This design comes from an exercise in tuning for small area on the open sky130 flow, not from production work. The RTL was checked by simulation tests, not by an equivalence proof against the original design. Power is estimated from default activity; no workload was simulated.

// AluREG
module AluREG (
   input  wire       cp2,
   input  wire       cp2en,
   input  wire       ireset,
   input  wire [4:0] reg_rd_adr,
   input  wire [4:0] reg_rr_adr,
   input  wire       reg_rd_wr,
   input  wire [7:0] sreg_fl_wr_en,
   input  wire       idc_add,
   input  wire       idc_adc,
   input  wire       idc_adiw,
   input  wire       idc_sub,
   input  wire       idc_subi,
   input  wire       idc_sbc,
   input  wire       idc_sbci,
   input  wire       idc_sbiw,
   input  wire       adiw_st,
   input  wire       sbiw_st,
   input  wire       idc_and,
   input  wire       idc_andi,
   input  wire       idc_or,
   input  wire       idc_ori,
   input  wire       idc_eor,
   input  wire       idc_com,
   input  wire       idc_neg,
   input  wire       idc_inc,
   input  wire       idc_dec,
   input  wire       idc_cp,
   input  wire       idc_cpc,
   input  wire       idc_cpi,
   input  wire       idc_cpse,
   input  wire       idc_lsr,
   input  wire       idc_ror,
   input  wire       idc_asr,
   input  wire       idc_swap,
   input  wire       mc,
   input  wire       mz,
   output wire [7:0] alu_data_out,
   output wire [7:0] sreg_out
);
==> flow/config.mk <==
export PLATFORM = sky130hd
export DESIGN_NAME = AluREG
export DESIGN_NICKNAME = AluREG
export VERILOG_FILES = /design/flow/design.v
export SDC_FILE = /design/flow/constraint.sdc
export NUM_CORES = 4
export LEC_CHECK = 0
export CAP_MARGIN = 20
export CORE_MARGIN = 2
export CORE_UTILIZATION = 45
export GPL_TIMING_DRIVEN = 0
export SETUP_SLACK_MARGIN = 0.05
export SLEW_MARGIN = 20
export SYNTH_HIERARCHICAL = 1
==> flow/constraint.sdc <==
create_clock -name core_clock -period 7.2 [get_ports {cp2}]
set_input_delay 1.4400 -clock core_clock [delete_from_list [all_inputs] [get_ports {cp2}]]
set_output_delay 1.4400 -clock core_clock [all_outputs]
set_load 0.01 [all_outputs]
standard.sh (not shown) runs the stock make flow with config.mk's settings and CLKGATE_MAP_FILE= SYNTH_SCRIPT=/design/flow/synth_recipe.tcl, a recipe that flattens the netlist after the stock synthesis.
==> flow/flow/run.sh <==
#!/bin/bash
# Standard ORFS layout (standard.sh) with two changes:
#  - ports are buffered with buf_1 instead of the default delay-cell buffer
#    (every input and output port still gets its own buffer);
#  - clock tree synthesis without dummy loads, with sink clusters of up to 18
#    flip-flops within 75 um, each driven by a clkbuf_8 (clkbuf_16 at the root).
# make's full output goes to run_make.log in the work folder; ORFS writes each
# step's log under orfs/logs/.
set -euo pipefail
bash standard.sh \
  "BUFFER_PORTS_ARGS=-buffer_cell sky130_fd_sc_hd__buf_1" \
  "CTS_ARGS=-sink_clustering_enable -repair_clock_nets -dont_use_dummy_load -sink_clustering_size 18 -sink_clustering_max_diameter 75 -buf_list sky130_fd_sc_hd__clkbuf_8 -root_buf sky130_fd_sc_hd__clkbuf_16" \
  finish > run_make.log 2>&1
Change:
==> flow/flow/run.sh (replaced) <==
#!/bin/bash
# Standard ORFS layout (standard.sh) with two changes:
#  - ports are buffered with buf_1 instead of the default delay-cell buffer
#    (every input and output port still gets its own buffer);
#  - clock tree synthesis without dummy loads, with sink clusters of up to 16
#    flip-flops within 70 um, each driven by a clkbuf_8 (clkbuf_16 at the root).
# make's full output goes to run_make.log in the work folder; ORFS writes each
# step's log under orfs/logs/.
set -euo pipefail
bash standard.sh \
  "BUFFER_PORTS_ARGS=-buffer_cell sky130_fd_sc_hd__buf_1" \
  "CTS_ARGS=-sink_clustering_enable -repair_clock_nets -dont_use_dummy_load -sink_clustering_size 16 -sink_clustering_max_diameter 70 -buf_list sky130_fd_sc_hd__clkbuf_8 -root_buf sky130_fd_sc_hd__clkbuf_16" \
  finish > run_make.log 2>&1
--- a/flow/config.mk
+++ b/flow/config.mk
@@ -9,3 +9,3 @@
 export CORE_MARGIN = 2
-export CORE_UTILIZATION = 45
+export CORE_UTILIZATION = 50
 export GPL_TIMING_DRIVEN = 0
Result: Setup slack degrades by 34 ps; routed wire length went up slightly; design area stays flat; sequential cell count does not change; core utilization went up by 5.6 points; total power grows slightly; via count went up slightly; count of clock-buffer cells in the layout came out higher by 3; global-route usage increases by 3.1 points.

what the ideal ports hide:
In the flow no input, the clock included, has a driving cell. The finished layouts below were timed again as built, in two steps. Step 1 sets driving cells, clkbuf_16 on the clock port and buf_2 on the other inputs (assumed; they add their load-dependent delay and slew). Step 2, shift: input delay + t, output delay - t, t = (earliest + latest rising clock arrival at the registers) / 2. This alone moves slack from input paths to output paths. Slacks: ideal / step 1 / step 2; pairs: ideal / step 1.
run | shift t [ns] | setup slack, ns | slew at the worst register clock pin (ns) | worst data-port slew with drivers (ns)
the first run | 0.550 | 0.146 / 0.085 / 0.085 | 0.12 / 0.12 | 0.10
the second run | 0.541 | 0.112 / 0.047 / 0.047 | 0.11 / 0.11 | 0.06
After both steps every run listed still meets setup and hold. For the second run, which loses most, drivers alone change the setup slack by -0.065 ns; drivers and shift together by -0.065 ns.
